Background: an optimization exercise with open tools, aiming at small area, a short achievable clock period and few clock cycles per item. Do not read the settings as production practice.
At most, simulation tests tie the RTL to the original design; equivalence was not proved.
Function not checked in runs 4 to 6: the RTL went through the layout flow alone.
Power and IR drop assume default switching activity.

File: design/flow/flow/run.sh
#!/bin/bash
# The standard layout (the standard.sh: unchanged synthesis, floorplan,
# placement, CTS, routing), with the port buffers that buffer_ports inserts
# made plain buffers instead of the default delay-cell buffers.
set -euo pipefail
export BUFFER_PORTS_ARGS="-buffer_cell sky130_fd_sc_hd__buf_2"
bash standard.sh > standard.log 2>&1
File: design/flow/standard.sh
#!/bin/bash
# synth_recipe.tcl (not shown) runs the flow's synth.tcl, then flattens the netlist and writes it again
# the make line also repeats each setting of config.mk as NAME=value (left out here)
make -C /OpenROAD-flow-scripts/flow DESIGN_CONFIG=/design/flow/config.mk WORK_HOME=/design/flow/orfs CLKGATE_MAP_FILE= SYNTH_SCRIPT=/design/flow/synth_recipe.tcl "${@:-finish}"
File: design/flow/config.mk
export PLATFORM = sky130hd
export DESIGN_NAME = Microprocessor
export DESIGN_NICKNAME = Microprocessor
export VERILOG_FILES = /design/flow/design.v
export SDC_FILE = /design/flow/constraint.sdc
export NUM_CORES = 4
export LEC_CHECK = 0
export CAP_MARGIN = 20
export CORE_MARGIN = 2
export CORE_UTILIZATION = 40
export CTS_BUF_LIST = sky130_fd_sc_hd__clkbuf_8
export CTS_CLUSTER_DIAMETER = 50
export CTS_CLUSTER_SIZE = 18
export GPL_ROUTABILITY_DRIVEN = 0
export SETUP_SLACK_MARGIN = 2
export SLEW_MARGIN = 20
File: design/flow/constraint.sdc
create_clock -name core_clock -period 6.0 [get_ports {CLK_IN}]
set_input_delay 1.2000 -clock core_clock [delete_from_list [all_inputs] [get_ports {CLK_IN}]]
set_output_delay 1.2000 -clock core_clock [all_outputs]
set_load 0.01 [all_outputs]
File: design/flow/design.v
`timescale 1ns / 1ps
module Control(
    input [1:0] Opcode,
    output [7:0] CtrlSign
    );
	assign CtrlSign = (Opcode == 2'b00) ? 8'b11000001 :
					(Opcode == 2'b01) ? 8'b01101010 :
					(Opcode == 2'b10) ? 8'b00100100 :
					8'b00010000;
endmodule
`timescale 1ns / 1ps
module State_Control(
    input [1:0] State,
    output State_Reg_Write,
    output State_Memory,
    output State_PC
    );
	assign State_Memory = (State == 2'b00);
	assign State_Reg_Write = (State == 2'b01);
	assign State_PC = (State == 2'b10);
endmodule
`timescale 1ns / 1ps
module Freq_Div(
    input CLK_IN,
    input RST,
    output reg [1:0] State
    );
	always @(posedge CLK_IN or posedge RST) begin
		if(RST) begin
			State <= 2'b00;
		end else begin
			if(State == 2'b10) begin
				State <= 2'b00;
			end else begin
				State <= State + 2'b01;
			end
		end
	end
endmodule
`timescale 1ns / 1ps
module PC(
    input CLK,
    input RST,
    input Jump,
    input [7:0] Imm,
    output reg [7:0] PCout
    );
	always @(posedge CLK or posedge RST) begin
		if(RST) begin
			PCout <= 0;
		end else begin
			PCout <= PCout + 8'd1 + (Jump ? Imm : 8'd0);
		end
	end
endmodule
`timescale 1ns / 1ps
module MUX(
    input [3:0] S,
    input [7:0] A,
    input [7:0] B,
    input [7:0] C,
    input [7:0] D,
    output [7:0] Y
    );
	assign Y = ({8{S[0]}} & A) | ({8{S[1]}} & B) | ({8{S[2]}} & C) | ({8{S[3]}} & D);
endmodule
`timescale 1ns / 1ps
module Reg_Data_Select_Converter(
    input [3:0] IN,
    output [3:0] OUT
    );
	assign OUT[0] = IN[0] | (IN[3:1] == 3'b000);
	assign OUT[1] = ~IN[0] & IN[1];
	assign OUT[2] = ~IN[0] & ~IN[1] & IN[2];
	assign OUT[3] = ~IN[0] & ~IN[1] & ~IN[2] & IN[3];
endmodule
`timescale 1ns / 1ps
module Registers(
    input CLK,
    input RST,
    input [3:0] Read_Reg1,	 
    input [3:0] Read_Reg2,	 
	input [3:0] Reg_Data_Select,	 
    input [7:0] Mem_Low,
    input [7:0] Mem_High,
    input [7:0] Sum,
    input [3:0] Sel_Low,
    input [3:0] Sel_High,
    input [3:0] Sel_Sum,
    input [7:0] Result_Other,	 
    input [3:0] Result_Sel,	 
	output [7:0] Reg_Data,
    output [7:0] Read_Data1,
    output [7:0] Read_Data2,
    output [1:0] Low0,
    output [1:0] Low1,
    output [1:0] Low2,
    output [1:0] Low3,
    output reg [7:0] Reg_Write_Data_Save
    );
	reg [7:0] register0;
	reg [7:0] register1;
	reg [7:0] register2;
	reg [7:0] register3;
	assign Low0 = register0[1:0];
	assign Low1 = register1[1:0];
	assign Low2 = register2[1:0];
	assign Low3 = register3[1:0];
	MUX RM1(.S(Read_Reg1), .A(register0), .B(register1), .C(register2), .D(register3), .Y(Read_Data1));
	MUX RM2(.S(Read_Reg2), .A(register0), .B(register1), .C(register2), .D(register3), .Y(Read_Data2));
	MUX RM3(.S(Reg_Data_Select), .A(register0), .B(register1), .C(register2), .D(register3), .Y(Reg_Data));
	wire [3:0] hold = ~(Sel_Low | Sel_High | Sel_Sum);
	wire [7:0] n0, n1, n2, n3, nr;
	ALU W0(.S({hold[0], Sel_Sum[0], Sel_High[0], Sel_Low[0]}), .A(Mem_Low), .B(Mem_High), .C(Sum), .D(register0), .Y(n0));
	ALU W1(.S({hold[1], Sel_Sum[1], Sel_High[1], Sel_Low[1]}), .A(Mem_Low), .B(Mem_High), .C(Sum), .D(register1), .Y(n1));
	ALU W2(.S({hold[2], Sel_Sum[2], Sel_High[2], Sel_Low[2]}), .A(Mem_Low), .B(Mem_High), .C(Sum), .D(register2), .Y(n2));
	ALU W3(.S({hold[3], Sel_Sum[3], Sel_High[3], Sel_Low[3]}), .A(Mem_Low), .B(Mem_High), .C(Sum), .D(register3), .Y(n3));
	ALU WR(.S(Result_Sel), .A(Mem_Low), .B(Mem_High), .C(Sum), .D(Result_Other), .Y(nr));
	always @(posedge CLK or posedge RST) begin
		if(RST) begin
			register0 <= 0;
			register1 <= 0;
			register2 <= 0;
			register3 <= 0;
			Reg_Write_Data_Save <= 0;
		end else begin
			register0 <= n0;
			register1 <= n1;
			register2 <= n2;
			register3 <= n3;
			Reg_Write_Data_Save <= nr;
		end
	end
endmodule
`timescale 1ns / 1ps
module ALU(
    input [3:0] S,
    input [7:0] A,
    input [7:0] B,
    input [7:0] C,
    input [7:0] D,
    output [7:0] Y
    );
	assign Y = ({8{S[0]}} & A) | ({8{S[1]}} & B) | ({8{S[2]}} & C) | ({8{S[3]}} & D);
endmodule
`timescale 1ns / 1ps
module v8_to_5_Compressor(
    input [1:0] R0,
    input [1:0] R1,
    input [1:0] R2,
    input [1:0] R3,
    input [3:0] rs,		 
    input [3:0] imm,	 
    output [3:0] Line
    );
	wire [3:0] L0 = 4'b0001 << R0;
	wire [3:0] L1 = 4'b0001 << R1;
	wire [3:0] L2 = 4'b0001 << R2;
	wire [3:0] L3 = 4'b0001 << R3;
	wire [3:0] L = ({4{rs[0]}} & L0) | ({4{rs[1]}} & L1) | ({4{rs[2]}} & L2) | ({4{rs[3]}} & L3);
	assign Line = ({4{imm[0]}} & L) | ({4{imm[1]}} & {L[2:0], L[3]}) |
	              ({4{imm[2]}} & {L[1:0], L[3:2]}) | ({4{imm[3]}} & {L[0], L[3:1]});
endmodule
`timescale 1ns / 1ps
module Data_Memory(
    input CLK,
    input RST,
    input [3:0] Low,		 
    input [4:2] Address,	 
    input [7:0] Write_Data,
    input MemWrite,
    output [7:0] Read_Low,	 
    output [7:0] Read_High	 
    );
	reg [255:0] mem;
	wire [7:0] wd_lo = Write_Data & {8{~RST}};
	wire [7:0] wd_hi = Write_Data | {8{RST}};
	wire [7:0] High = 8'b00000001 << Address[4:2];
	genvar i;
	generate
		for(i = 0; i < 32; i = i + 1) begin : word
			wire [7:0] init = (i < 16) ? i : (16 - i);
			wire       en   = RST | (MemWrite & Low[i % 4] & High[i / 4]);
			always @(posedge CLK) begin
				if(en) begin
					mem[8*i +: 8] <= (init & wd_hi) | (~init & wd_lo);
				end
			end
		end
	endgenerate
	wire [3:0] s32 = 4'b0001 << Address[3:2];
	wire [7:0] l1 [0:7];
	generate
		for(i = 0; i < 8; i = i + 1) begin : lev1
			MUX M(.S(Low), .A(mem[32*i +: 8]), .B(mem[32*i+8 +: 8]),
				.C(mem[32*i+16 +: 8]), .D(mem[32*i+24 +: 8]), .Y(l1[i]));
		end
	endgenerate
	MUX M2A(.S(s32), .A(l1[0]), .B(l1[1]), .C(l1[2]), .D(l1[3]), .Y(Read_Low));
	MUX M2B(.S(s32), .A(l1[4]), .B(l1[5]), .C(l1[6]), .D(l1[7]), .Y(Read_High));
endmodule
`timescale 1ns / 1ps
module Sign_Extend(
    input [1:0] IN,
    output [7:0] OUT
    );
	assign OUT = (IN[1] == 1) ? 8'b11111100 + IN : 8'b00000000 + IN;
endmodule
module v7_Segment(input [3:0] hex, output [6:0] seg); wire [3:0] h = hex;
assign seg[0] = ~((~h[3] & ~h[2] & ~h[1] & h[0]) | (~h[3] & h[2] & ~h[1] & ~h[0]) | (h[3] & ~h[2] & h[1] & h[0]) | (h[3] & h[2] & ~h[1] & h[0]));
assign seg[1] = ~((~h[3] & h[2] & ~h[1] & h[0]) | (h[3] & h[2] & ~h[0]) | (h[3] & h[1] & h[0]) | (h[2] & h[1] & ~h[0]));
assign seg[2] = ~((~h[3] & ~h[2] & h[1] & ~h[0]) | (h[3] & h[2] & h[1]) | (h[3] & h[2] & ~h[0]));
assign seg[3] = ~((~h[3] & ~h[2] & ~h[1] & h[0]) | (~h[3] & h[2] & ~h[1] & ~h[0]) | (h[3] & ~h[2] & h[1] & ~h[0]) | (h[2] & h[1] & h[0]));
assign seg[4] = ~((~h[3] & h[2] & ~h[1]) | (~h[3] & h[0]) | (~h[2] & ~h[1] & h[0]));
assign seg[5] = ~((~h[3] & ~h[2] & h[1]) | (~h[3] & ~h[2] & h[0]) | (~h[3] & h[1] & h[0]) | (h[3] & h[2] & ~h[1] & h[0]));
assign seg[6] = ~((~h[3] & ~h[2] & ~h[1]) | (~h[3] & h[2] & h[1] & h[0]) | (h[3] & h[2] & ~h[1] & ~h[0]));
endmodule
`timescale 1ns / 1ps
module Microprocessor(
    input [7:0] Instruction,
    input CLK_IN,
    input RST,
	input [3:0] SEL_REG,
    output [7:0] Read_Address,	 
    output [6:0] SEG1,   
	output [6:0] SEG2,	 
	output [6:0] SEG3,   
	output [6:0] SEG4,	 
	output [6:0] SEG5,   
	output [6:0] SEG6	 
    );
	wire [1:0] op = Instruction[7:6];
	wire [1:0] rs = Instruction[5:4];
	wire [1:0] rt = Instruction[3:2];
	wire [1:0] rd = Instruction[1:0];
	wire [7:0] Imm;
	wire [7:0] Read_Data1, Read_Data2;
	wire [7:0] Reg_Data;
	wire [7:0] Reg_Write_Data_Save;
	wire [3:0] Reg_Data_Select;
	assign Imm = {{6{Instruction[1]}}, Instruction[1:0]};
	function [6:0] seg7(input [3:0] h);
		begin
		seg7[0] = ~((~h[3] & ~h[2] & ~h[1] & h[0]) | (~h[3] & h[2] & ~h[1] & ~h[0]) | (h[3] & ~h[2] & h[1] & h[0]) | (h[3] & h[2] & ~h[1] & h[0]));
		seg7[1] = ~((~h[3] & h[2] & ~h[1] & h[0]) | (h[3] & h[2] & ~h[0]) | (h[3] & h[1] & h[0]) | (h[2] & h[1] & ~h[0]));
		seg7[2] = ~((~h[3] & ~h[2] & h[1] & ~h[0]) | (h[3] & h[2] & h[1]) | (h[3] & h[2] & ~h[0]));
		seg7[3] = ~((~h[3] & ~h[2] & ~h[1] & h[0]) | (~h[3] & h[2] & ~h[1] & ~h[0]) | (h[3] & ~h[2] & h[1] & ~h[0]) | (h[2] & h[1] & h[0]));
		seg7[4] = ~((~h[3] & h[2] & ~h[1]) | (~h[3] & h[0]) | (~h[2] & ~h[1] & h[0]));
		seg7[5] = ~((~h[3] & ~h[2] & h[1]) | (~h[3] & ~h[2] & h[0]) | (~h[3] & h[1] & h[0]) | (h[3] & h[2] & ~h[1] & h[0]));
		seg7[6] = ~((~h[3] & ~h[2] & ~h[1]) | (~h[3] & h[2] & h[1] & h[0]) | (h[3] & h[2] & ~h[1] & ~h[0]));
		end
	endfunction
	wire is_load  = (op == 2'b01);
	wire is_store = (op == 2'b10);
	wire is_jump  = (op == 2'b11);
	wire [7:0] Sum  = Read_Data1 + Read_Data2;	 
	wire [7:0] Addr = Read_Data1 + Imm;		 
	wire [3:0] rs1 = 4'b0001 << rs;
	wire [3:0] rt1 = 4'b0001 << rt;
	wire [3:0] rd1 = 4'b0001 << rd;
	wire [3:0] im1 = 4'b0001 << Instruction[1:0];
	PC P1(.CLK(CLK_IN), .RST(RST), .Jump(is_jump), .Imm(Imm), .PCout(Read_Address));
	Reg_Data_Select_Converter RDSC1(.IN(SEL_REG), .OUT(Reg_Data_Select));
	wire [1:0] Low0, Low1, Low2, Low3;
	wire [3:0] Low;
	v8_to_5_Compressor COMP1(.R0(Low0), .R1(Low1), .R2(Low2), .R3(Low3),
				.rs(rs1), .imm(im1), .Line(Low));
	wire [7:0] Mem_Low, Mem_High;
	Data_Memory D1(.CLK(CLK_IN), .RST(RST), .Low(Low), .Address(Addr[4:2]),
				.Write_Data(Read_Data2), .MemWrite(is_store),
				.Read_Low(Mem_Low), .Read_High(Mem_High));
	wire is_add = (op == 2'b00);
	wire [3:0] ld = {4{is_load}} & rt1;
	wire [3:0] Sel_Low  = ld & {4{~Addr[4]}};
	wire [3:0] Sel_High = ld & {4{Addr[4]}};
	wire [3:0] Sel_Sum  = {4{is_add}} & rd1;
	wire [3:0] Result_Sel = {is_store, op[1] == op[0], is_load & Addr[4], is_load & ~Addr[4]};
	Registers R1(.CLK(CLK_IN), .RST(RST), .Read_Reg1(rs1), .Read_Reg2(rt1),
				.Reg_Data_Select(Reg_Data_Select),
				.Mem_Low(Mem_Low), .Mem_High(Mem_High), .Sum(Sum),
				.Sel_Low(Sel_Low), .Sel_High(Sel_High), .Sel_Sum(Sel_Sum),
				.Result_Other(Addr), .Result_Sel(Result_Sel),
				.Reg_Data(Reg_Data), .Read_Data1(Read_Data1), .Read_Data2(Read_Data2),
				.Low0(Low0), .Low1(Low1), .Low2(Low2), .Low3(Low3),
				.Reg_Write_Data_Save(Reg_Write_Data_Save));
	assign SEG1 = seg7(Reg_Write_Data_Save[7:4]);
	assign SEG2 = seg7(Reg_Write_Data_Save[3:0]);
	assign SEG3 = seg7(Read_Address[7:4]);
	assign SEG4 = seg7(Read_Address[3:0]);
	assign SEG5 = seg7(Reg_Data[7:4]);
	assign SEG6 = seg7(Reg_Data[3:0]);
endmodule
==> impl_metrics.ini, run 1 <==
[hold_path]
hp-start = R1.register3[5]$_DFF_PP0_
whs_path_cells = 2
hold_path_class = reg -> reg
hold-path-endpoint = R1.register3[5]$_DFF_PP0_

[die]
placeable_core_area_um2 = 35700
fp.dieH_um = 195
floorplan.rows = 69
fp.dieArea_um2 = 37900
top_level_ports = 64
die_w_um = 195
initial_standard_cell_utilization_of_the_core = 0.407

[finish]
layout.nets = 1241
final_cells = 1682
fillerInstances = 3118
insertedDiodeCount = 0
layout-drive-gt1-share = 0.243
syn2layout_area_growth_pct = 15.1
layout.cell_area.non_filler_um2 = 16700

[power_and_ir_drop]
leakagePower_nw = 5.91
power.total_mw = 9.07
power.density_cell_area_nw_per_um2 = 543
max-vdd-ir-drop_mv = 0.245

[global_route]
grt_use_total = 0.211
first_global_vias = 10100
grt_max_degree = 73
grt.overflow.total = 0
grt_antenna_before_repair = 0
wire_length_of_the_first_global_routing_pass_um = 62000

[drt]
vias = 10500
route.detailed.drc = 0
drt_pass1_iterations = 6
routed_wirelength_um = 40700
postRouteAntennaNets = 0
post_drt_wl_per_cell_um = 24.2
route.detailed.vias_per_inst = 6.24
drtIter0Drc = 1230

[critical_path]
origin_of_the_critical_flop_to_flop_path = R1.register0[1]$_DFF_PP0_
end_kind = output port
worst-r2r-setup-slack_ps = 2310
worst_ep_required_time_ps = 4800
r2r_cells = 8
crit_arrival_ps = 2820
worst-setup-path-type = in -> out
start_kind = input port
r2r_end = R1.register1[2]$_DFF_PP0_
crit_fanout = 8

[logic_synthesis]
synthFlopType = sky130_fd_sc_hd__edfxtp_1
synth_cells = 1127
share_of_the_synthesized_netlist_area_taken_by_xor_and_xnor_gates = 0.0175
synth_area_um2 = 14500
synth_top_family_by_area = compound AO/OA/AOI/OAI gates
synthSimpleGateAreaFrac = 0.0853
synth.top_cells.by_area = sky130_fd_sc_hd__edfxtp_1 (53%), sky130_fd_sc_hd__dfrtp_1 (8.3%), sky130_fd_sc_hd__a22oi_1 (5.9%), sky130_fd_sc_hd__mux4_2 (3.6%), sky130_fd_sc_hd__nand2_1 (2.9%)
yosys_warnings = 4
synth_compound_gate_area_share = 0.195
synth_seq_cells = 304
synth_edf_count = 256
synth_sequential_area_ratio = 0.612
synth.distinct_cells = 51
multiplexer_share_of_the_synthesized_area = 0.0378
yosys.area_share.adder = 0.0257
async_flop_share = 0.158
cell_type_with_the_largest_total_area_after_synthesis = sky130_fd_sc_hd__edfxtp_1
postSynthNetCount = 1169
synthesis.area_per_instance_um2 = 12.9
synthDominantCellAreaShare = 0.529

[sta]
setup-tns-final_ps = 0
finClkSkew_ps = 27.0
hold-worst-slack_ps = 613
maxClockFrequency_mhz = 249
drv_slew = 0
final_setup_violation_count = 0
timing_worst_slew_pin_value_ps = 995
timing.max_slew.rel_slack = 0.337
grt_setup_unrepaired = true
timing.final.crit_share = 0.670
fin_crit_ps = 4020
finalHoldViolations = 0

[clock_network]
cts_tree = built
htree_num_levels = 1
clk-insertion-delay-late_ps = 600
cts_root_cell = sky130_fd_sc_hd__clkbuf_8
worst_setup_hold_path_clk_slew_ps = 110
cts.sinks = 304
total_clock_buffers_created_by_cts = 29
cts-root-to-sink-buffers = 3

[placed_design]
placed_cell_area_um2 = 15300
detailed_place_hpwl_um = 25900
portBuffers = 63
place.detailed.instances = 1593

[run]
max_cap_violations = 0

[outcome]
run_status = finished clean
## cells in the mapped netlist (26+ instances only)
library cell and instances:
sky130_fd_sc_hd__edfxtp_1 256, sky130_fd_sc_hd__a22oi_1 114, sky130_fd_sc_hd__nand2_1 113, sky130_fd_sc_hd__a21oi_1 63, sky130_fd_sc_hd__clkbuf_1 59, sky130_fd_sc_hd__dfrtp_1 48
sky130_fd_sc_hd__nor2_1 45, sky130_fd_sc_hd__a221oi_1 39, sky130_fd_sc_hd__a22o_1 37, sky130_fd_sc_hd__o221ai_1 36, sky130_fd_sc_hd__o21ai_0 32, sky130_fd_sc_hd__inv_1 26
## placed cells by master, fill, tap and decap left out, types with 9 or more instances in the layout
cell | synthesis | layout
sky130_fd_sc_hd__inv_1 | 26 | 25
sky130_fd_sc_hd__clkbuf_8 | 0 | 29
sky130_fd_sc_hd__nor3_4 | 0 | 9
sky130_fd_sc_hd__nand2b_1 | 11 | 11
sky130_fd_sc_hd__edfxtp_1 | 256 | 256
sky130_fd_sc_hd__a22oi_1 | 114 | 107
sky130_fd_sc_hd__nor2_1 | 45 | 33
sky130_fd_sc_hd__or2_2 | 10 | 9
sky130_fd_sc_hd__a31oi_1 | 14 | 14
sky130_fd_sc_hd__and2_1 | 20 | 20
sky130_fd_sc_hd__a22o_1 | 37 | 37
sky130_fd_sc_hd__o221ai_1 | 36 | 36
sky130_fd_sc_hd__o21ai_0 | 32 | 27
sky130_fd_sc_hd__o22ai_1 | 15 | 15
sky130_fd_sc_hd__mux4_2 | 23 | 24
sky130_fd_sc_hd__ha_1 | 25 | 25
sky130_fd_sc_hd__a221oi_1 | 39 | 28
sky130_fd_sc_hd__xnor2_1 | 22 | 21
sky130_fd_sc_hd__buf_4 | 0 | 40
sky130_fd_sc_hd__nand2_1 | 113 | 75
sky130_fd_sc_hd__a21oi_1 | 63 | 60
sky130_fd_sc_hd__buf_2 | 7 | 59
sky130_fd_sc_hd__nor2_2 | 0 | 12
sky130_fd_sc_hd__nand2_2 | 0 | 35
sky130_fd_sc_hd__nor2b_1 | 16 | 15
sky130_fd_sc_hd__dfrtp_1 | 48 | 48
## metrics by stage
step | worst slack [ps] | utilization
2_1_floorplan | 1990 | -
4_1_cts | 1920 | 0.460
6_report | 1980 | 0.469
5_1_grt | 1890 | 0.469
3_5_place_dp | 1060 | 0.430
3_3_place_gp | 1160 | 0.430
## final cells by class
type	instances	area, um^2	area share
inverters	27	105	0.00629
multi-input cells	728	5730	0.343
well taps	461	577	0.0345
flip-flops and latches	304	8890	0.532
clock buffers	29	399	0.0239
clock inverters	24	290	0.0174
repair buffers	109	729	0.0436
## report_power, final
| group | internal (mW) | leakage, nW | total (mW) | switching, mW |
|---|---|---|---|---|
| logic | 1.64 | 2.46 | 4.34 | 2.71 |
| clock network | 0.631 | 0.325 | 1.43 | 0.795 |
| registers | 2.88 | 3.13 | 3.30 | 0.426 |
## critical path, cell delays in order
cell,delay (ps)
sky130_fd_sc_hd__buf_8,100
sky130_fd_sc_hd__nor3b_4,230
sky130_fd_sc_hd__buf_12,160
sky130_fd_sc_hd__a22oi_2,60
sky130_fd_sc_hd__nor2_1,160
sky130_fd_sc_hd__a221oi_2,50
sky130_fd_sc_hd__buf_4,160
sky130_fd_sc_hd__or3_4,380
sky130_fd_sc_hd__a21oi_2,120
sky130_fd_sc_hd__nor2_1,60
sky130_fd_sc_hd__buf_2,140
## cell families (layout without fill, tap and decap cells)
| family | count (synthesis) | after routing |
|---|---|---|
| simple gates | 254 | 255 |
| flops | 304 | 304 |
| xor+xnor | 29 | 29 |
| buf+inv | 98 | 189 |
| fa+ha+maj | 28 | 28 |
| compound gates | 388 | 388 |
| mux | 26 | 28 |
## flip-flops by register name (all words and copies together) (netlist names)
signal                  cells
R1.register3                8
R1.register0                8
P1.PCout                    8
R1.register1                8
R1.Reg_Write_Data_Save      8
D1.mem                    256
R1.register2                8
## routing by layer
layer | vias to the layer above | track usage | part of all wire
li1 | 4648 | - | -
met1 | 5283 | 0.302 | 0.44
met2 | 497 | 0.335 | 0.47
met3 | 69 | 0.0276 | 0.071
met4 | 0 | 0.0644 | 0.027
met5 | - | 0 | 0
## worst max-delay path by stage
| stage | startpoint | endpoint | depth (start not counted) | slack (ps) |
|---|---|---|---|---|
| finish | SEL_REG[2] | SEG5[3] | 11 | 1980 |
| global placement | Instruction[5] | R1.Reg_Write_Data_Save[5]$_DFF_PP0_ | 10 | 1160 |
| CTS | Instruction[4] | D1.mem[53]$_DFFE_PP_ | 13 | 1920 |
| detailed placement | Instruction[5] | R1.register0[0]$_DFF_PP0_ | 10 | 1060 |
| floorplan | Instruction[4] | D1.mem[120]$_DFFE_PP_ | 11 | 1990 |
| global route | SEL_REG[2] | SEG5[3] | 11 | 1890 |
## what timing repair did
action                                  4_1_cts  5_1_grt
pin swaps                                    10       19
cloned                                        3        1
hold buffers                                  0        0
gates resized for setup                      40       56
buffers inserted                             19       13
endpoints found under the setup margin      270      304
Testbench counts, summed over its fixed seeds: cycles 6,109, instructions 6,109.
==> run 2: changes to the inputs <==
--- a/design/flow/config.mk
+++ b/design/flow/config.mk
@@ -9,3 +9,3 @@
 export CORE_MARGIN = 2
-export CORE_UTILIZATION = 40
+export CORE_UTILIZATION = 50
 export CTS_BUF_LIST = sky130_fd_sc_hd__clkbuf_8
@@ -13,3 +13,3 @@
 export CTS_CLUSTER_SIZE = 18
-export GPL_ROUTABILITY_DRIVEN = 0
+export PLACE_DENSITY = 0.65
 export SETUP_SLACK_MARGIN = 2
==> run 2 against run 1 <==
Die area shrank 20%. Count of clock-buffer cells in the layout grew 1. Clock skew decreased by 1.2 ps. Sequential cell count unchanged. Non-clock buffer count rose by 14. Critical path depth down 1. Hold slack lost 1.1 ps. Maximum frequency is 0.86% lower. Setup slack lost 35 ps. Via count is 0.88% higher. Routed wire length down 2.7%. Power rose by 1.0%. Highest routed layer is now met5.
==> impl_metrics.ini, run 2 <==
[outcome]
run_status = finished clean

[logic_synthesis]
synthDominantCellAreaShare = 0.529
synth_edf_count = 256
synth.distinct_cells = 51
yosys.cell_count.top_type = sky130_fd_sc_hd__edfxtp_1
async_flop_share = 0.158
synthFlopType = sky130_fd_sc_hd__edfxtp_1
synth_seq_cells = 304
netlist_top_cells_count = sky130_fd_sc_hd__edfxtp_1 (256), sky130_fd_sc_hd__a22oi_1 (114), sky130_fd_sc_hd__nand2_1 (113)
postSynthNetCount = 1169
yosys_warnings = 4
synthesis.area_per_instance_um2 = 12.9
cell_type_with_the_largest_total_area_after_synthesis = sky130_fd_sc_hd__edfxtp_1
synth_area_um2 = 14500
synth_cells = 1127
synth_sequential_area_ratio = 0.612
synth.top_cells.by_area = sky130_fd_sc_hd__edfxtp_1 (53%), sky130_fd_sc_hd__dfrtp_1 (8.3%), sky130_fd_sc_hd__a22oi_1 (5.9%), sky130_fd_sc_hd__mux4_2 (3.6%), sky130_fd_sc_hd__nand2_1 (2.9%)

[sta]
timing.max_slew.rel_slack = 0.274
grt_setup_unrepaired = true
finalHoldViolations = 0
setup-tns-final_ps = 0
drv_slew = 0
final_setup_violation_count = 0
fin_crit_ps = 4050
finClkSkew_ps = 25.8
maxClockFrequency_mhz = 247
timing_worst_slew_pin_value_ps = 1080
timing.final.crit_share = 0.676

[placed_design]
detailed_place_hpwl_um = 24600
gpl.final_weighted_congestion = 0.962
portBuffers = 63

[drt]
drt_pass1_iterations = 6
route.detailed.drc = 0
postRouteAntennaNets = 0
route.detailed.vias_per_inst = 6.54
drtIter0Drc = 1179
vias = 10600
post_drt_wl_per_cell_um = 24.4
routed_wirelength_um = 39600

[die]
floorplan.rows = 62
initial_standard_cell_utilization_of_the_core = 0.508
die_w_um = 174
placeable_core_area_um2 = 28600
fp.dieArea_um2 = 30400
fp.dieH_um = 174
top_level_ports = 64

[critical_path]
crit_path_cell_chain = buf_4, nor3b_4, buf_4, a22oi_2, nor2_2, a221o_1, or3_1, a21oi_1, nor2_1, buf_2
worst_ep_required_time_ps = 4800
r2r_end = R1.register3[2]$_DFF_PP0_
crit_fanout = 4
timing.critical_path.buf_inv = 3
critical_path.slowest_cell = sky130_fd_sc_hd__a221o_1
crit_path_max_incr_delay_ps = 330
start_kind = input port
crit_arrival_ps = 2850
critical_path.startpoint = SEL_REG[3]
critPathTopFamily = compound AO/OA/AOI/OAI gates
timing.critical_path.mode_cell = sky130_fd_sc_hd__buf_4
worst-setup-path-type = in -> out
worst-r2r-setup-slack_ps = 2340
origin_of_the_critical_flop_to_flop_path = R1.register2[1]$_DFF_PP0_
end_kind = output port
r2r_cells = 9

[finish]
insertedDiodeCount = 0
layout-drive-gt1-share = 0.248
layout.nets = 1255
multi_input_area_um2 = 5790
layout_commonest_cell = sky130_fd_sc_hd__edfxtp_1
final_core_utilization = 0.587
layout.area.seq_um2 = 8890
syn2layout_area_growth_pct = 15.7
largest-register = D1.mem
layout.cells.most_common_list = sky130_fd_sc_hd__edfxtp_1 (256), sky130_fd_sc_hd__a22oi_1 (106), sky130_fd_sc_hd__nand2_1 (82), sky130_fd_sc_hd__a21oi_1 (62), sky130_fd_sc_hd__buf_2 (59)
largest_register_ffs = 256
fillerInstances = 2260

[power_and_ir_drop]
part_of_the_total_power_dissipated_in_the_clock_network = 0.150
internal_power_mw = 5.21
power_switching_share = 0.432
leakagePower_nw = 6.05
comb_power_share = 0.490
power.density_cell_area_nw_per_um2 = 545
power.net_switching_mw = 3.96
max-vdd-ir-drop_mv = 0.311
sequentialPowerShare = 0.359

[clock_network]
clk-insertion-delay-late_ps = 610
total_clock_buffers_created_by_cts = 29
htree_num_levels = 1
cts_tree = built
cts_root_cell = sky130_fd_sc_hd__clkbuf_8
cts-root-to-sink-buffers = 3
worst_setup_hold_path_clk_slew_ps = 100
cts.sinks = 304

[hold_path]
hp-start = R1.register1[4]$_DFF_PP0_
hold-path-endpoint = R1.register1[4]$_DFF_PP0_
whs_path_cells = 2
hold_path_class = reg -> reg

[global_route]
grt_use_total = 0.253
grt.overflow.total = 0
wire_length_of_the_first_global_routing_pass_um = 59300
grt_antenna_before_repair = 1
first_global_vias = 10000
grt_max_degree = 51

[run]
max_cap_violations = 0
[run 2: cell types whose count changed in the layout (fill, tap and decap cells not counted), sizes merged]
cell / previous run / this run
inv: 31 / 39
clkinv: 10 / 9
buf: 108 / 122
clkbuf: 29 / 31
clkdlybuf4s15: 1 / 0
clkinvlp: 7 / 1
bufinv: 3 / 2
[run 2: routing by layer]
layer | part of all wire | vias to the layer above | global-route usage | wire length (um)
met1 | 0.42 | 5244 | 0.368 | 16400
met4 | 0.033 | 2 | 0.0795 | 1300
li1 | - | 4671 | - | -
met2 | 0.46 | 579 | 0.394 | 18200
met5 | 0.00040 | - | 0.00801 | 16
met3 | 0.092 | 93 | 0.0389 | 3660
[run 2: logic make-up (layout without fill, tap and decap cells)]
family / Yosys count / count (layout) / share of synthesized area
adder cells (fa/ha/maj): 28 / 28 / 0.0257
XOR/XNOR: 29 / 29 / 0.0175
buffers and inverters: 98 / 204 / 0.0271
flip-flops: 304 / 304 / 0.612
multiplexers: 26 / 28 / 0.0378
AO/OA/AOI/OAI: 388 / 388 / 0.195
AND/OR/NAND/NOR: 254 / 255 / 0.0853
[run 2: power by group through the flow]
| stage | combinational, mW | clock [mW] | sequential (mW) |
|---|---|---|---|
| floorplan | 2.82 | 0 | 3.11 |
| detailed placement | 3.94 | 0 | 3.32 |
| global placement | 3.90 | 0 | 3.30 |
| global route | 4.83 | 1.47 | 3.36 |
| CTS | 4.13 | 1.39 | 3.28 |
| finish | 4.50 | 1.38 | 3.29 |
[run 2: tightest hold or removal path, cell delays in order (launching register included)]
cell,delay (ps)
sky130_fd_sc_hd__dfrtp_1,420
sky130_fd_sc_hd__a22oi_1,90
sky130_fd_sc_hd__o221ai_1,70
[run 2: what timing repair did]
| item | CTS | global route |
|---|---|---|
| resized for setup | 27 | 85 |
| hold buffers | 0 | 0 |
| gates cloned | 2 | 1 |
| pin swaps | 8 | 28 |
| endpoints found under the hold margin | 0 | 0 |
| buffers inserted | 22 | 25 |
| endpoints found under the setup margin | 108 | 285 |
[run 2: stage by stage]
| step | total power [mW] | cells | cell area, um^2 | setup WS (ps) | hold slack, ps |
|---|---|---|---|---|---|
| 3_3_place_gp | 7.20 | 1516 | 15300 | 961 | 552 |
| 4_1_cts | 8.80 | 1594 | 16300 | 1970 | 583 |
| 5_1_grt | 9.65 | 1620 | 16800 | 1900 | 636 |
| 3_5_place_dp | 7.25 | 1516 | 15300 | 955 | 559 |
| 2_1_floorplan | 5.93 | 1127 | 14700 | 1990 | 503 |
| 6_report | 9.17 | 1620 | 16800 | 1950 | 612 |
[run 2: worst max-delay path by stage]
| stage | endpoint | slack (ps) | cells past startpoint |
|---|---|---|---|
| 3_3_place_gp | R1.register3[4]$_DFF_PP0_ | 960 | 9 |
| 3_5_place_dp | R1.register3[4]$_DFF_PP0_ | 950 | 9 |
| 4_1_cts | D1.mem[196]$_DFFE_PP_ | 1970 | 10 |
| 5_1_grt | SEG6[3] | 1900 | 10 |
| 6_report | SEG6[3] | 1950 | 10 |
| 2_1_floorplan | D1.mem[120]$_DFFE_PP_ | 1990 | 11 |
[run 2: layout make-up]
cell class                 count  area share
clock buffer                  30      0.0246
clock inverter                24      0.0138
sequential                   304       0.529
inverter                      27     0.00625
timing repair buffer         123      0.0538
multi-input combinational    728       0.344
tap                          384      0.0286
==> run 3: changes to the inputs <==
==> design/flow/flow/run.sh (replaced) <==
#!/bin/bash
# The standard layout (standard.sh), with the standard synthesis run
# unchanged first. The layout steps then run with:
#  - plain buffers (buf_2) on the ports instead of delay-cell buffers,
#  - timing repair allowed to change a cell's footprint (sky130hd's
#    config.mk restricts the floorplan and CTS repairs to same-footprint
#    swaps).
set -euo pipefail
bash standard.sh synth > synth.log 2>&1
bash standard.sh "BUFFER_PORTS_ARGS=-buffer_cell sky130_fd_sc_hd__buf_2" MATCH_CELL_FOOTPRINT=0 finish > layout.log 2>&1
--- a/design/flow/config.mk
+++ b/design/flow/config.mk
@@ -9,3 +9,3 @@
 export CORE_MARGIN = 2
-export CORE_UTILIZATION = 50
+export CORE_UTILIZATION = 40
 export CTS_BUF_LIST = sky130_fd_sc_hd__clkbuf_8
@@ -13,3 +13,2 @@
 export CTS_CLUSTER_SIZE = 18
-export PLACE_DENSITY = 0.65
 export SETUP_SLACK_MARGIN = 2
==> run 3 against run 2 <==
Power increased by 0.10%. Synthesized area unchanged. Sequential cell count unchanged.
==> impl_metrics.ini, run 3 <==
[outcome]
run_status = finished clean

[drt]
routed_wirelength_um = 41200
postRouteAntennaNets = 0
route.detailed.drc = 0
drtIter0Drc = 1147
drt_pass1_iterations = 5
post_drt_wl_per_cell_um = 24.6
vias = 10500
route.detailed.vias_per_inst = 6.25

[critical_path]
origin_of_the_critical_flop_to_flop_path = R1.register0[1]$_DFF_PP0_
crit_cells = 11
r2r_end = R1.register1[3]$_DFF_PP0_
start_kind = input port
critical_path.slowest_cell = sky130_fd_sc_hd__or3_4
crit_arrival_ps = 2820
crit_path_max_incr_delay_ps = 390
critPathTopFamily = simple AND/OR/NAND/NOR gates
timing.critical_path.mode_cell = sky130_fd_sc_hd__nor2_1
end_kind = output port
crit_fanout = 8
crit_path_cell_chain = buf_8, nor3b_4, buf_12, a22oi_2, nor2_1, a221oi_2, buf_4, or3_4, a21oi_2, nor2_1, buf_2
timing.critical_path.buf_inv = 4
r2r_cells = 9
worst-r2r-setup-slack_ps = 2300
worst-setup-path-type = in -> out
worst_ep_required_time_ps = 4800

[finish]
multi_input_area_um2 = 5690
layout.area.seq_um2 = 8890
layout_commonest_cell = sky130_fd_sc_hd__edfxtp_1
layout.nets = 1236
layout.cells.most_common_list = sky130_fd_sc_hd__edfxtp_1 (256), sky130_fd_sc_hd__a22oi_1 (107), sky130_fd_sc_hd__nand2_1 (76), sky130_fd_sc_hd__a21oi_1 (60), sky130_fd_sc_hd__buf_2 (59)
largest-register = D1.mem
fillerInstances = 3153
largest_register_ffs = 256
layout-drive-gt1-share = 0.234
insertedDiodeCount = 0
syn2layout_area_growth_pct = 14.7

[power_and_ir_drop]
power.density_cell_area_nw_per_um2 = 550
max-vdd-ir-drop_mv = 0.230
leakagePower_nw = 5.90

[global_route]
grt_max_degree = 65
wire_length_of_the_first_global_routing_pass_um = 62200
first_global_vias = 10100
grt.overflow.total = 0
grt_antenna_before_repair = 0
grt_use_total = 0.212

[clock_network]
htree_num_levels = 1
total_clock_buffers_created_by_cts = 28
cts_tree = built
worst_setup_hold_path_clk_slew_ps = 90
hold_buffers_post_cts = 0
clk-insertion-delay-late_ps = 590
cts.sinks = 304
cts-root-to-sink-buffers = 3
cts_root_cell = sky130_fd_sc_hd__clkbuf_8

[die]
fp.dieArea_um2 = 37900
fp.dieH_um = 195
initial_standard_cell_utilization_of_the_core = 0.407
die_w_um = 195
placeable_core_area_um2 = 35700
floorplan.rows = 69
top_level_ports = 64

[logic_synthesis]
synth.top_cells.by_area = sky130_fd_sc_hd__edfxtp_1 (53%), sky130_fd_sc_hd__dfrtp_1 (8.3%), sky130_fd_sc_hd__a22oi_1 (5.9%), sky130_fd_sc_hd__mux4_2 (3.6%), sky130_fd_sc_hd__nand2_1 (2.9%)
synth.distinct_cells = 51
synth_area_um2 = 14500
synthesis.area_per_instance_um2 = 12.9
synthFlopType = sky130_fd_sc_hd__edfxtp_1
synth_sequential_area_ratio = 0.612
synth_seq_cells = 304
yosys.cell_count.top_type = sky130_fd_sc_hd__edfxtp_1
netlist_top_cells_count = sky130_fd_sc_hd__edfxtp_1 (256), sky130_fd_sc_hd__a22oi_1 (114), sky130_fd_sc_hd__nand2_1 (113)
synth_edf_count = 256
async_flop_share = 0.158
synthDominantCellAreaShare = 0.529
postSynthNetCount = 1169
yosys_warnings = 4
cell_type_with_the_largest_total_area_after_synthesis = sky130_fd_sc_hd__edfxtp_1
synth_cells = 1127

[placed_design]
portBuffers = 63
detailed_place_hpwl_um = 26300
preCtsSetupSlack_ps = 1070
gpl.final_weighted_congestion = 0.930

[sta]
timing_worst_slew_pin_value_ps = 1070
maxClockFrequency_mhz = 249
timing.max_slew.rel_slack = 0.283
drv_slew = 0
postLayoutSetupSlackWorst_ps = 1980
final_setup_violation_count = 0
setup-tns-final_ps = 0
timing.final.crit_share = 0.670
hold-worst-slack_ps = 606
finClkSkew_ps = 18.3
finalHoldViolations = 0
fin_crit_ps = 4020
grt_setup_unrepaired = true

[run]
max_cap_violations = 0

[hold_path]
whs_path_cells = 2
hold_path_class = reg -> reg
hold-path-endpoint = R1.register3[4]$_DFF_PP0_
hp-start = R1.register3[4]$_DFF_PP0_
run 3: cell types whose count changed in the layout (fill, tap and decap cells not counted), moves of 4 or more:
cell	before	now
sky130_fd_sc_hd__buf_4	43	36
sky130_fd_sc_hd__buf_6	13	7
sky130_fd_sc_hd__clkinv_2	4	0
sky130_fd_sc_hd__nand2_1	82	76
sky130_fd_sc_hd__nand2_2	29	36
sky130_fd_sc_hd__o21ai_1	2	6
run 3: area by class of cell:
type / instances / share of cell area
sequential: 304 / 0.533
multi-input combinational: 727 / 0.341
timing repair buffer: 106 / 0.0432
tap: 461 / 0.0346
clock buffer: 28 / 0.0231
clock inverter: 24 / 0.0181
inverter: 27 / 0.00638
run 3: worst max path at each step:
| stage | startpoint | to | slack, ps |
|---|---|---|---|
| floorplan | SEL_REG[0] | SEG6[0] | 1980 |
| global placement | Instruction[5] | R1.register3[3]$_DFF_PP0_ | 1120 |
| detailed placement | Instruction[5] | R1.register1[3]$_DFF_PP0_ | 1070 |
| CTS | SEL_REG[1] | SEG5[3] | 2000 |
| global route | SEL_REG[3] | SEG6[0] | 1910 |
| finish | SEL_REG[2] | SEG5[3] | 1980 |
run 3: through the flow:
| stage | cell area (um^2) | power, mW | utilization | instances |
|---|---|---|---|---|
| floorplan | 14700 | 5.93 | - | 1127 |
| global placement | 15400 | 7.22 | 0.431 | 1594 |
| detailed placement | 15400 | 7.30 | 0.431 | 1594 |
| CTS | 16400 | 8.95 | 0.459 | 1665 |
| global route | 16700 | 9.66 | 0.468 | 1677 |
| finish | 16700 | 9.17 | 0.468 | 1677 |
run 3: logic make-up after synthesis:
kind of cell | count (synthesis) | share of synthesized area
AOI/OAI and AO/OA | 388 | 0.195
DFF | 304 | 0.612
and+or+nand+nor | 254 | 0.0853
buffers and inverters | 98 | 0.0271
xor gates and xnor gates | 29 | 0.0175
adders and majority gates | 28 | 0.0257
muxes | 26 | 0.0378
run 3: metal layers:
layer	vias up	share of wire	GRT usage
li1	4633	-	-
met1	5313	0.43	0.297
met2	469	0.48	0.349
met3	63	0.075	0.0292
met4	0	0.020	0.0538
met5	-	0	0
run 3: what timing repair did:
item                       in CTS  in global routing
pin swaps                       7                 25
gates cloned                    2                  0
gates resized for setup        35                 58
buffers inserted               17                 12
setup endpoints to repair     170                276
run 3: worst min-delay path: cells and delay by family, from the launching register on:
| kind | cells | cell delay, ps |
|---|---|---|
| flip-flops | 1 | 410 |
| AO/OA/AOI/OAI | 2 | 170 |
run 3: power by group:
group	internal, mW	total (mW)	switching (mW)
clock network	0.661	1.46	0.797
registers	2.88	3.30	0.420
logic	1.65	4.42	2.77
total	5.19	9.17	3.98
==> run 4: changes to the inputs <==
--- a/design/flow/design.v
+++ b/design/flow/design.v
@@ -82,3 +82,2 @@
     input [3:0] Read_Reg2,	 
-	input [3:0] Reg_Data_Select,	 
     input [7:0] Mem_Low,
@@ -91,3 +90,6 @@
     input [3:0] Result_Sel,	 
-	output [7:0] Reg_Data,
+    output [7:0] Reg0,
+    output [7:0] Reg1,
+    output [7:0] Reg2,
+    output [7:0] Reg3,
     output [7:0] Read_Data1,
@@ -110,24 +112,23 @@
 	MUX RM2(.S(Read_Reg2), .A(register0), .B(register1), .C(register2), .D(register3), .Y(Read_Data2));
-	MUX RM3(.S(Reg_Data_Select), .A(register0), .B(register1), .C(register2), .D(register3), .Y(Reg_Data));
-	wire [3:0] hold = ~(Sel_Low | Sel_High | Sel_Sum);
+	assign Reg0 = register0;
+	assign Reg1 = register1;
+	assign Reg2 = register2;
+	assign Reg3 = register3;
+	wire [3:0] sl = Sel_Low & {4{~RST}};
+	wire [3:0] sh = Sel_High & {4{~RST}};
+	wire [3:0] ss = Sel_Sum & {4{~RST}};
+	wire [3:0] hold = ~(Sel_Low | Sel_High | Sel_Sum) & {4{~RST}};
+	wire [3:0] rsel = Result_Sel & {4{~RST}};
 	wire [7:0] n0, n1, n2, n3, nr;
-	ALU W0(.S({hold[0], Sel_Sum[0], Sel_High[0], Sel_Low[0]}), .A(Mem_Low), .B(Mem_High), .C(Sum), .D(register0), .Y(n0));
-	ALU W1(.S({hold[1], Sel_Sum[1], Sel_High[1], Sel_Low[1]}), .A(Mem_Low), .B(Mem_High), .C(Sum), .D(register1), .Y(n1));
-	ALU W2(.S({hold[2], Sel_Sum[2], Sel_High[2], Sel_Low[2]}), .A(Mem_Low), .B(Mem_High), .C(Sum), .D(register2), .Y(n2));
-	ALU W3(.S({hold[3], Sel_Sum[3], Sel_High[3], Sel_Low[3]}), .A(Mem_Low), .B(Mem_High), .C(Sum), .D(register3), .Y(n3));
-	ALU WR(.S(Result_Sel), .A(Mem_Low), .B(Mem_High), .C(Sum), .D(Result_Other), .Y(nr));
-	always @(posedge CLK or posedge RST) begin
-		if(RST) begin
-			register0 <= 0;
-			register1 <= 0;
-			register2 <= 0;
-			register3 <= 0;
-			Reg_Write_Data_Save <= 0;
-		end else begin
-			register0 <= n0;
-			register1 <= n1;
-			register2 <= n2;
-			register3 <= n3;
-			Reg_Write_Data_Save <= nr;
-		end
+	ALU W0(.S({hold[0], ss[0], sh[0], sl[0]}), .A(Mem_Low), .B(Mem_High), .C(Sum), .D(register0), .Y(n0));
+	ALU W1(.S({hold[1], ss[1], sh[1], sl[1]}), .A(Mem_Low), .B(Mem_High), .C(Sum), .D(register1), .Y(n1));
+	ALU W2(.S({hold[2], ss[2], sh[2], sl[2]}), .A(Mem_Low), .B(Mem_High), .C(Sum), .D(register2), .Y(n2));
+	ALU W3(.S({hold[3], ss[3], sh[3], sl[3]}), .A(Mem_Low), .B(Mem_High), .C(Sum), .D(register3), .Y(n3));
+	ALU WR(.S(rsel), .A(Mem_Low), .B(Mem_High), .C(Sum), .D(Result_Other), .Y(nr));
+	always @(posedge CLK) begin
+		register0 <= n0;
+		register1 <= n1;
+		register2 <= n2;
+		register3 <= n3;
+		Reg_Write_Data_Save <= nr;
 	end
@@ -237,3 +238,3 @@
 	wire [7:0] Read_Data1, Read_Data2;
-	wire [7:0] Reg_Data;
+	wire [7:0] Reg0, Reg1, Reg2, Reg3;
 	wire [7:0] Reg_Write_Data_Save;
@@ -278,3 +279,2 @@
 	Registers R1(.CLK(CLK_IN), .RST(RST), .Read_Reg1(rs1), .Read_Reg2(rt1),
-				.Reg_Data_Select(Reg_Data_Select),
 				.Mem_Low(Mem_Low), .Mem_High(Mem_High), .Sum(Sum),
@@ -282,3 +282,3 @@
 				.Result_Other(Addr), .Result_Sel(Result_Sel),
-				.Reg_Data(Reg_Data), .Read_Data1(Read_Data1), .Read_Data2(Read_Data2),
+				.Reg0(Reg0), .Reg1(Reg1), .Reg2(Reg2), .Reg3(Reg3), .Read_Data1(Read_Data1), .Read_Data2(Read_Data2),
 				.Low0(Low0), .Low1(Low1), .Low2(Low2), .Low3(Low3),
@@ -289,4 +289,7 @@
 	assign SEG4 = seg7(Read_Address[3:0]);
-	assign SEG5 = seg7(Reg_Data[7:4]);
-	assign SEG6 = seg7(Reg_Data[3:0]);
-endmodule
+	wire [6:0] h0 = seg7(Reg0[7:4]), h1 = seg7(Reg1[7:4]), h2 = seg7(Reg2[7:4]), h3 = seg7(Reg3[7:4]);
+	wire [6:0] l0 = seg7(Reg0[3:0]), l1 = seg7(Reg1[3:0]), l2 = seg7(Reg2[3:0]), l3 = seg7(Reg3[3:0]);
+	wire [3:0] p = Reg_Data_Select;
+	assign SEG5 = ({7{p[0]}} & h0) | ({7{p[1]}} & h1) | ({7{p[2]}} & h2) | ({7{p[3]}} & h3);
+	assign SEG6 = ({7{p[0]}} & l0) | ({7{p[1]}} & l1) | ({7{p[2]}} & l2) | ({7{p[3]}} & l3);
+endmodule
==> design/flow/flow/run.sh (replaced) <==
#!/bin/bash
# The standard layout (the standard.sh: unchanged synthesis, floorplan,
# placement, CTS, routing), with the port buffers that buffer_ports inserts
# made plain buffers instead of the default delay-cell buffers.
set -euo pipefail
export BUFFER_PORTS_ARGS="-buffer_cell sky130_fd_sc_hd__buf_2"
bash standard.sh > standard.log 2>&1
--- a/design/flow/config.mk
+++ b/design/flow/config.mk
@@ -13,3 +13,3 @@
 export CTS_CLUSTER_SIZE = 18
-export SETUP_SLACK_MARGIN = 2
+export SETUP_SLACK_MARGIN = 2.2
 export SLEW_MARGIN = 20
==> run 4 against run 3 <==
Clock power fell by about 10%. Synthesized area rose by 7.2%. Largest power group is now registers. Sequential cell count did not move. Sequential power fell by 21%.
==> impl_metrics.ini, run 4 <==
[outcome]
run_status = finished clean

[hold_path]
hold_path_class = reg -> reg
hold-path-endpoint = R1.register1[7]$_DFF_P_
whs_path_cells = 2
hp-start = R1.register1[7]$_DFF_P_

[die]
die_w_um = 201
initial_standard_cell_utilization_of_the_core = 0.404
placeable_core_area_um2 = 38600
fp.dieH_um = 201
top_level_ports = 64
floorplan.rows = 72
fp.dieArea_um2 = 40500

[clock_network]
worst_setup_hold_path_clk_slew_ps = 100
cts-root-to-sink-buffers = 3
cts_tree = built
total_clock_buffers_created_by_cts = 27
clk-insertion-delay-late_ps = 590
cts_root_cell = sky130_fd_sc_hd__clkbuf_8
htree_num_levels = 1
cts.sinks = 304

[logic_synthesis]
synth.top_cells.by_area = sky130_fd_sc_hd__edfxtp_1 (49%), sky130_fd_sc_hd__a22oi_1 (5.8%), sky130_fd_sc_hd__dfxtp_1 (5.1%), sky130_fd_sc_hd__nand2_1 (3.6%), sky130_fd_sc_hd__mux4_2 (3.3%)
synth_area_um2 = 15600
synth_cells = 1366
cell_type_with_the_largest_total_area_after_synthesis = sky130_fd_sc_hd__edfxtp_1
synth_sequential_area_ratio = 0.558
synth_edf_count = 256
synthesis.area_per_instance_um2 = 11.4
synth_seq_cells = 304
yosys_warnings = 4
synth.distinct_cells = 61
netlist_top_cells_count = sky130_fd_sc_hd__edfxtp_1 (256), sky130_fd_sc_hd__nand2_1 (150), sky130_fd_sc_hd__a22oi_1 (120)
async_flop_share = 0.0263
synthDominantCellAreaShare = 0.494
yosys.cell_count.top_type = sky130_fd_sc_hd__edfxtp_1
synthFlopType = sky130_fd_sc_hd__edfxtp_1
postSynthNetCount = 1408

[power_and_ir_drop]
max-vdd-ir-drop_mv = 0.165
leakagePower_nw = 6.02
power.density_cell_area_nw_per_um2 = 289

[critical_path]
start_kind = input port
critical_path.slowest_cell = sky130_fd_sc_hd__mux4_2
crit_fanout = 12
end_kind = flip-flop
r2r_end = R1.Reg_Write_Data_Save[4]$_DFF_P_
critical_path.startpoint = Instruction[5]
worst_ep_required_time_ps = 6460
origin_of_the_critical_flop_to_flop_path = R1.register3[0]$_DFF_P_
worst-setup-path-type = in -> reg
worst-r2r-setup-slack_ps = 2280
r2r_cells = 9
crit_path_cell_chain = buf_6, mux4_2, mux4_2, buf_6, a22o_1, a221oi_1, o22ai_1, nor3_4, o221ai_1
crit_path_max_incr_delay_ps = 680
crit_arrival_ps = 4210

[finish]
layout-drive-gt1-share = 0.202
layout.nets = 1439
layout.cells.most_common_list = sky130_fd_sc_hd__edfxtp_1 (256), sky130_fd_sc_hd__a22oi_1 (119), sky130_fd_sc_hd__nand2_1 (113), sky130_fd_sc_hd__a21oi_1 (100), sky130_fd_sc_hd__buf_2 (59)
largest_register_ffs = 256
layout_commonest_cell = sky130_fd_sc_hd__edfxtp_1
insertedDiodeCount = 0
final_core_utilization = 0.459
syn2layout_area_growth_pct = 13.5
largest-register = D1.mem

[sta]
grt_setup_unrepaired = true
timing.final.crit_share = 0.626
hold-worst-slack_ps = 639
setup-tns-final_ps = 0
finClkSkew_ps = 20.3
fin_crit_ps = 3760
finalHoldViolations = 0
final_setup_violation_count = 0
timing.max_slew.rel_slack = 0.298
maxClockFrequency_mhz = 266
timing_worst_slew_pin_value_ps = 1050
drv_slew = 0

[global_route]
grt.overflow.total = 0
groute.layer.met3.usage = 0.0322
wire_length_of_the_first_global_routing_pass_um = 70500
grt_max_degree = 40
first_global_vias = 11300
groute.layer.met1.usage = 0.316
use_met2 = 0.370
top_usage_layer = met2
grt_use_total = 0.226
grt_antenna_before_repair = 0

[placed_design]
portBuffers = 63
gpl.final_weighted_congestion = 0.929
detailed_place_hpwl_um = 30100

[drt]
vias = 12100
post_drt_wl_per_cell_um = 24.4
routed_wirelength_um = 47300
drtIter0Drc = 1386
route.detailed.drc = 0
postRouteAntennaNets = 0
drt_pass1_iterations = 5
route.detailed.vias_per_inst = 6.24

[run]
max_cap_violations = 0
==> run 4: changes by cell type after synthesis, sizes merged, moves of 16 or more <==
cell,previous run,this run
a21oi,63,101
dfrtp,48,8
dfxtp,0,40
o21ai,32,57
o221ai,36,52
clkbuf,59,86
nand2,113,150
==> run 4: where the power goes <==
part | total, mW | internal (mW) | switching [mW] | leakage (nW)
combinational | 1.20 | 0.485 | 0.711 | 2.75
clock | 1.31 | 0.543 | 0.766 | 0.279
sequential | 2.61 | 2.44 | 0.169 | 3.00
total | 5.11 | 3.47 | 1.65 | 6.02
==> run 4: timing repair <==
action / CTS / global route
setup buffers: 11 / 13
gates resized for setup: 23 / 49
setup endpoints to repair: 297 / 297
hold buffers: 0 / 0
pin swaps: 3 / 8
cloned: 4 / 2
==> run 4: kinds of logic after synthesis <==
group | synth area share
buffers and inverters | 0.0383
muxes | 0.0374
DFF | 0.558
adders and majority gates | 0.0246
and+or+nand+nor | 0.111
AOI/OAI and AO/OA | 0.214
xor gates and xnor gates | 0.0169
==> run 4: worst max-delay path: cells and delay by family <==
kind / cells / cell delay [ps]
muxes: 2 / 1270
AOI/OAI and AO/OA: 4 / 970
and+or+nand+nor: 1 / 400
buffers and inverters: 2 / 360
==> run 4: through the flow <==
step / power, mW / setup WS [ps] / cells / area (um^2)
after floorplan: 3.37 / 2200 / 1366 / 15700
after global placement: 3.71 / 1090 / 1856 / 16400
after detailed placement: 3.74 / 1060 / 1856 / 16400
after CTS: 5.05 / 2170 / 1921 / 17300
after global routing: 5.33 / 2160 / 1936 / 17700
final: 5.11 / 2240 / 1936 / 17700
==> run 4: final cells by class <==
type | count | area, um^2
Multi-Input combinational cell | 918 | 6770
Tap cell | 518 | 648
Clock inverter | 23 | 218
Sequential cell | 304 | 8700
Inverter | 40 | 150
Clock buffer | 27 | 372
Timing Repair Buffer | 106 | 823
Fill cell | 3549 | 20900
==> run 4: worst max path at each step <==
stage	endpoint	slack [ps]
CTS	D1.mem[97]$_DFFE_PP_	2170
floorplan	D1.mem[24]$_DFFE_PP_	2200
detailed placement	R1.Reg_Write_Data_Save[2]$_DFF_P_	1060
finish	R1.Reg_Write_Data_Save[4]$_DFF_P_	2240
global placement	R1.Reg_Write_Data_Save[2]$_DFF_P_	1090
global route	R1.register0[7]$_DFF_P_	2160
==> run 4: metal layers <==
metal	share of wire	up-vias
met5	0	-
met4	0.030	0
met3	0.072	95
met2	0.47	562
met1	0.43	6012
li1	-	5404
==> run 5: changes to the inputs <==
--- a/design/flow/config.mk
+++ b/design/flow/config.mk
@@ -13,3 +13,3 @@
 export CTS_CLUSTER_SIZE = 18
-export SETUP_SLACK_MARGIN = 2.2
+export SETUP_SLACK_MARGIN = 2.5
 export SLEW_MARGIN = 20
==> run 5 against run 4 <==
Via count grew 2.6%. First-iteration DRC count grew 2.8%. Critical path type unchanged. Design area grew 6.2%. Critical endpoint is now R1.register1[7]$_DFF_P_. Sequential cell count is the same.
==> impl_metrics.ini, run 5 <==
[global_route]
grt_antenna_before_repair = 0
grt.overflow.total = 0
grt_max_degree = 41
grt_use_total = 0.236
first_global_vias = 11800
wire_length_of_the_first_global_routing_pass_um = 73500

[clock_network]
cts.sinks = 304
hold_buffers_post_cts = 0
clk-insertion-delay-late_ps = 610
cts_root_cell = sky130_fd_sc_hd__clkbuf_8
htree_num_levels = 1
cts_tree = built
total_clock_buffers_created_by_cts = 28
worst_setup_hold_path_clk_slew_ps = 100
cts-root-to-sink-buffers = 3

[drt]
drtIter0Drc = 1425
postRouteAntennaNets = 0
route.detailed.vias_per_inst = 6.29
post_drt_wl_per_cell_um = 24.9
drt_pass1_iterations = 5
route.detailed.drc = 0
vias = 12400
routed_wirelength_um = 49100

[sta]
timing.final.crit_share = 0.595
finalHoldViolations = 0
grt_setup_unrepaired = true
timing_worst_slew_pin_value_ps = 914
postLayoutSetupSlackWorst_ps = 2430
drv_slew = 0
maxClockFrequency_mhz = 280
timing.max_slew.rel_slack = 0.391
final_setup_violation_count = 0
finClkSkew_ps = 26.9
setup-tns-final_ps = 0
fin_crit_ps = 3570
hold-worst-slack_ps = 594

[logic_synthesis]
synthDominantCellAreaShare = 0.494
async_flop_share = 0.0263
yosys.cell_count.top_type = sky130_fd_sc_hd__edfxtp_1
synth_sequential_area_ratio = 0.558
netlist_top_cells_count = sky130_fd_sc_hd__edfxtp_1 (256), sky130_fd_sc_hd__nand2_1 (150), sky130_fd_sc_hd__a22oi_1 (120)
postSynthNetCount = 1408
synth_seq_cells = 304
synthesis.area_per_instance_um2 = 11.4
synth_edf_count = 256
cell_type_with_the_largest_total_area_after_synthesis = sky130_fd_sc_hd__edfxtp_1
yosys_warnings = 4
synth.top_cells.by_area = sky130_fd_sc_hd__edfxtp_1 (49%), sky130_fd_sc_hd__a22oi_1 (5.8%), sky130_fd_sc_hd__dfxtp_1 (5.1%), sky130_fd_sc_hd__nand2_1 (3.6%), sky130_fd_sc_hd__mux4_2 (3.3%)
synth.distinct_cells = 61
synth_area_um2 = 15600
synthFlopType = sky130_fd_sc_hd__edfxtp_1
synth_cells = 1366

[die]
top_level_ports = 64
floorplan.rows = 72
fp.dieArea_um2 = 40500
fp.dieH_um = 201
initial_standard_cell_utilization_of_the_core = 0.404
placeable_core_area_um2 = 38600
die_w_um = 201

[finish]
layout-drive-gt1-share = 0.301
insertedDiodeCount = 0
fillerInstances = 3430
layout.nets = 1473
largest_register_ffs = 256
layout_commonest_cell = sky130_fd_sc_hd__edfxtp_1
final_core_utilization = 0.487
layout.cells.most_common_list = sky130_fd_sc_hd__edfxtp_1 (256), sky130_fd_sc_hd__a22oi_1 (117), sky130_fd_sc_hd__nand2_1 (99), sky130_fd_sc_hd__a21oi_1 (85)
largest-register = D1.mem
syn2layout_area_growth_pct = 20.6

[critical_path]
worst-r2r-setup-slack_ps = 2490
crit_fanout = 12
worst_ep_required_time_ps = 6480
worst-setup-path-type = in -> reg
start_kind = input port
timing.critical_path.buf_inv = 3
end_kind = flip-flop
crit_path_max_incr_delay_ps = 650
critical_path.slowest_cell = sky130_fd_sc_hd__mux4_2
crit_path_cell_chain = buf_8, mux4_2, mux4_2, buf_4, a22oi_2, a31oi_1, a2111oi_4, buf_6, a2bb2oi_2, o211ai_1
timing.critical_path.mode_cell = sky130_fd_sc_hd__mux4_2
crit_arrival_ps = 4050
critPathTopFamily = multiplexers

[power_and_ir_drop]
leakagePower_nw = 6.41
power.density_cell_area_nw_per_um2 = 280
max-vdd-ir-drop_mv = 0.146

[outcome]
run_status = finished clean

[placed_design]
gpl.final_weighted_congestion = 0.941
portBuffers = 63
detailed_place_hpwl_um = 30500
preCtsSetupSlack_ps = 1010

[hold_path]
hold_path_class = reg -> reg

[run]
max_cap_violations = 0
-- run 5: cell counts after synthesis --
Identical to the previous run, type by type.
-- run 5: kinds of logic after synthesis --
family	after synthesis	synth area share
compound gates	474	0.214
mux	29	0.0374
flops	304	0.558
xor+xnor	30	0.0169
fa+ha+maj	29	0.0246
buf+inv	148	0.0383
simple gates	352	0.111
-- run 5: cell type report --
cell class,count,area (um^2),share of cell area
tap,518,648,0.0345
inverter,40,150,0.00799
multi-input combinational,919,7500,0.399
timing repair buffer,138,1130,0.0604
clock buffer,29,399,0.0212
sequential,304,8730,0.465
clock inverter,22,219,0.0117
-- run 5: layer usage --
metal	vias up	wire, um	GRT usage
met4	0	1640	0.0801
li1	5483	-	-
met2	644	23000	0.386
met1	6147	20200	0.319
met3	108	4280	0.0385
met5	-	0	0
-- run 5: path summary, 6_finish.rpt --
kind	to	cells after the start	startpoint
setup / recovery	R1.register1[7]$_DFF_P_	10	Instruction[5]
hold / removal	R1.register2[7]$_DFF_P_	2	R1.register2[7]$_DFF_P_
hold reg to reg	R1.register2[7]$_DFF_P_	2	R1.register2[7]$_DFF_P_
setup reg to reg	R1.register1[7]$_DFF_P_	10	R1.register0[1]$_DFF_P_
min in group asynchronous	P1.PCout[4]$_DFF_PP0_	3	RST
max in group asynchronous	P1.PCout[3]$_DFF_PP0_	3	RST
-- run 5: power by group --
part           switching [mW]  internal [mW]  leakage [nW]
sequential              0.176           2.44          3.01
clock                   0.797          0.542         0.305
combinational           0.776          0.538          3.10
-- run 5: worst min-delay path: stages (launching register included) --
cell	delay [ps]
sky130_fd_sc_hd__dfxtp_2	400
sky130_fd_sc_hd__nand2_1	80
sky130_fd_sc_hd__o211ai_1	80
-- run 5: through the flow --
step | instances | power [mW] | cell area, um^2
final | 1970 | 5.27 | 18800
after global routing | 1970 | 5.50 | 18800
after CTS | 1961 | 5.21 | 18300
after detailed placement | 1852 | 3.76 | 16500
after global placement | 1852 | 3.74 | 16500
after floorplan | 1366 | 3.39 | 16000
-- run 5: repair_timing --
item / 4_1_cts / 5_1_grt
pin swaps: 29 / 42
gates resized for setup: 137 / 101
buffers inserted: 53 / 8
setup endpoints to repair: 310 / 310
hold endpoints to repair: 0 / 0
cloned: 5 / 1
==> run 6: changes to the inputs <==
--- a/design/flow/config.mk
+++ b/design/flow/config.mk
@@ -13,3 +13,3 @@
 export CTS_CLUSTER_SIZE = 18
-export SETUP_SLACK_MARGIN = 2.5
+export SETUP_SLACK_MARGIN = 2.8
 export SLEW_MARGIN = 20
==> run 6 against run 5 <==
Combinational power increased by 15%. Setup slack worse by 18 ps. Sequential cell count unchanged. Global-route usage up 1.3 points. Final cell count up 2.4%. Sequential power hardly changed. First-iteration DRC count down 12%.
==> impl_metrics.ini, run 6 <==
[outcome]
run_status = finished clean

[logic_synthesis]
yosys_warnings = 4
synth_seq_cells = 304
netlist_top_cells_count = sky130_fd_sc_hd__edfxtp_1 (256), sky130_fd_sc_hd__nand2_1 (150), sky130_fd_sc_hd__a22oi_1 (120)
synth_sequential_area_ratio = 0.558
synthDominantCellAreaShare = 0.494
synth_cells = 1366
synth.top_cells.by_area = sky130_fd_sc_hd__edfxtp_1 (49%), sky130_fd_sc_hd__a22oi_1 (5.8%), sky130_fd_sc_hd__dfxtp_1 (5.1%), sky130_fd_sc_hd__nand2_1 (3.6%), sky130_fd_sc_hd__mux4_2 (3.3%)
synthesis.area_per_instance_um2 = 11.4
synth.distinct_cells = 61
cell_type_with_the_largest_total_area_after_synthesis = sky130_fd_sc_hd__edfxtp_1
async_flop_share = 0.0263

[power_and_ir_drop]
leakagePower_nw = 6.96
sequentialPowerShare = 0.486
power.net_switching_mw = 1.83
internal_power_mw = 3.57
max-vdd-ir-drop_mv = 0.156

[die]
initial_standard_cell_utilization_of_the_core = 0.404
fp.dieH_um = 201
floorplan.rows = 72
die_w_um = 201
fp.dieArea_um2 = 40500
top_level_ports = 64

[run]
max_cap_violations = 0

[critical_path]
r2r_cells = 11
worst-setup-path-type = in -> reg
start_kind = input port

[drt]
drt_pass1_iterations = 5
route.detailed.vias_per_inst = 6.30
post_drt_wl_per_cell_um = 25.7
vias = 12700
postRouteAntennaNets = 0

[sta]
drv_slew = 0
finalHoldViolations = 0
grt_setup_unrepaired = true
maxClockFrequency_mhz = 279
setup-tns-final_ps = 0
timing.final.crit_share = 0.598

[finish]
layout_commonest_cell = sky130_fd_sc_hd__edfxtp_1
largest_register_ffs = 256
largest-register = D1.mem
layout.nets = 1524

[clock_network]
worst_setup_hold_path_clk_slew_ps = 110
cts-root-to-sink-buffers = 3

[global_route]
grt.overflow.total = 0
grt_antenna_before_repair = 0
grt_max_degree = 48
grt_use_total = 0.249
wire_length_of_the_first_global_routing_pass_um = 77000
==> run 6: path summary, 6_finish.rpt <==
check | start | endpoint | slack [ps]
max | Instruction[4] | R1.register3[7]$_DFF_P_ | 2410
min | R1.register1[7]$_DFF_P_ | R1.register1[7]$_DFF_P_ | 580
max reg2reg | R1.register2[0]$_DFF_P_ | R1.register3[7]$_DFF_P_ | 2470
min reg2reg | R1.register1[7]$_DFF_P_ | R1.register1[7]$_DFF_P_ | 580
max in group asynchronous | RST | P1.PCout[2]$_DFF_PP0_ | 4720
min in group asynchronous | RST | P1.PCout[7]$_DFF_PP0_ | 850
==> run 6: per-stage QoR <==
stage                     setup WS, ps  power (mW)  utilization
final                             2410        5.40        0.523
after global routing              2350        5.61        0.523
after CTS                         2450        5.27        0.503
after detailed placement          1080        3.76        0.427
after global placement            1110        3.74        0.427
after floorplan                   2260        3.39            -
==> run 6: kinds of logic (layout without fill, tap and decap cells) <==
kind of cell	count (synthesis)	after routing	synth area share
and+or+nand+nor	352	356	0.111
xor gates and xnor gates	30	30	0.0169
AOI/OAI and AO/OA	474	474	0.214
buffers and inverters	148	274	0.0383
adders and majority gates	29	29	0.0246
DFF	304	304	0.558
muxes	29	33	0.0374
==> run 6: critical path, cell delays in order <==
cell and delay (ps):
sky130_fd_sc_hd__buf_16 100, sky130_fd_sc_hd__mux4_2 580, sky130_fd_sc_hd__mux4_2 520, sky130_fd_sc_hd__buf_12 170, sky130_fd_sc_hd__buf_6 110, sky130_fd_sc_hd__a22o_1 240
sky130_fd_sc_hd__a221o_1 370, sky130_fd_sc_hd__a2111oi_4 330, sky130_fd_sc_hd__buf_6 180, sky130_fd_sc_hd__a2bb2oi_2 130, sky130_fd_sc_hd__o211ai_1 80
==> run 6: routing by layer <==
layer | share of wire | wire (um) | vias up | GRT usage
li1 | - | - | 5600 | -
met4 | 0.035 | 1810 | 0 | 0.0827
met3 | 0.075 | 3900 | 124 | 0.0374
met1 | 0.40 | 20900 | 6408 | 0.330
met2 | 0.49 | 25300 | 579 | 0.419
met5 | 0 | 0 | - | 0
==> run 6: timing repair <==
action / CTS / global route
setup endpoints to repair: 315 / 424
resized for setup: 300 / 134
pin swaps: 76 / 63
cloned: 12 / 1
buffers inserted: 87 / 21
==> run 6: power by group through the flow <==
stage	Combinational, mW	Sequential, mW	Clock, mW
2_1_floorplan	0.840	2.55	0
3_3_place_gp	1.09	2.65	0
3_5_place_dp	1.11	2.65	0
4_1_cts	1.40	2.61	1.25
5_1_grt	1.62	2.65	1.33
6_report	1.51	2.62	1.26
==> run 6: area by class of cell <==
class | instances | area [um^2] | share of cell area
clock buffers | 27 | 372 | 0.0184
inverters | 40 | 150 | 0.00745
multi-input cells | 922 | 8190 | 0.407
repair buffers | 187 | 1880 | 0.0931
flip-flops and latches | 304 | 8750 | 0.434
clock inverters | 20 | 164 | 0.00813
well taps | 518 | 648 | 0.0322

Setup slack of run 6, layout unchanged: 2.413 ns with ideal ports, 2.358 ns with driving cells assumed (clock clkbuf_16, inputs buf_2), 1.721 ns with port delays also shifted by the 0.637 ns mid clock arrival.
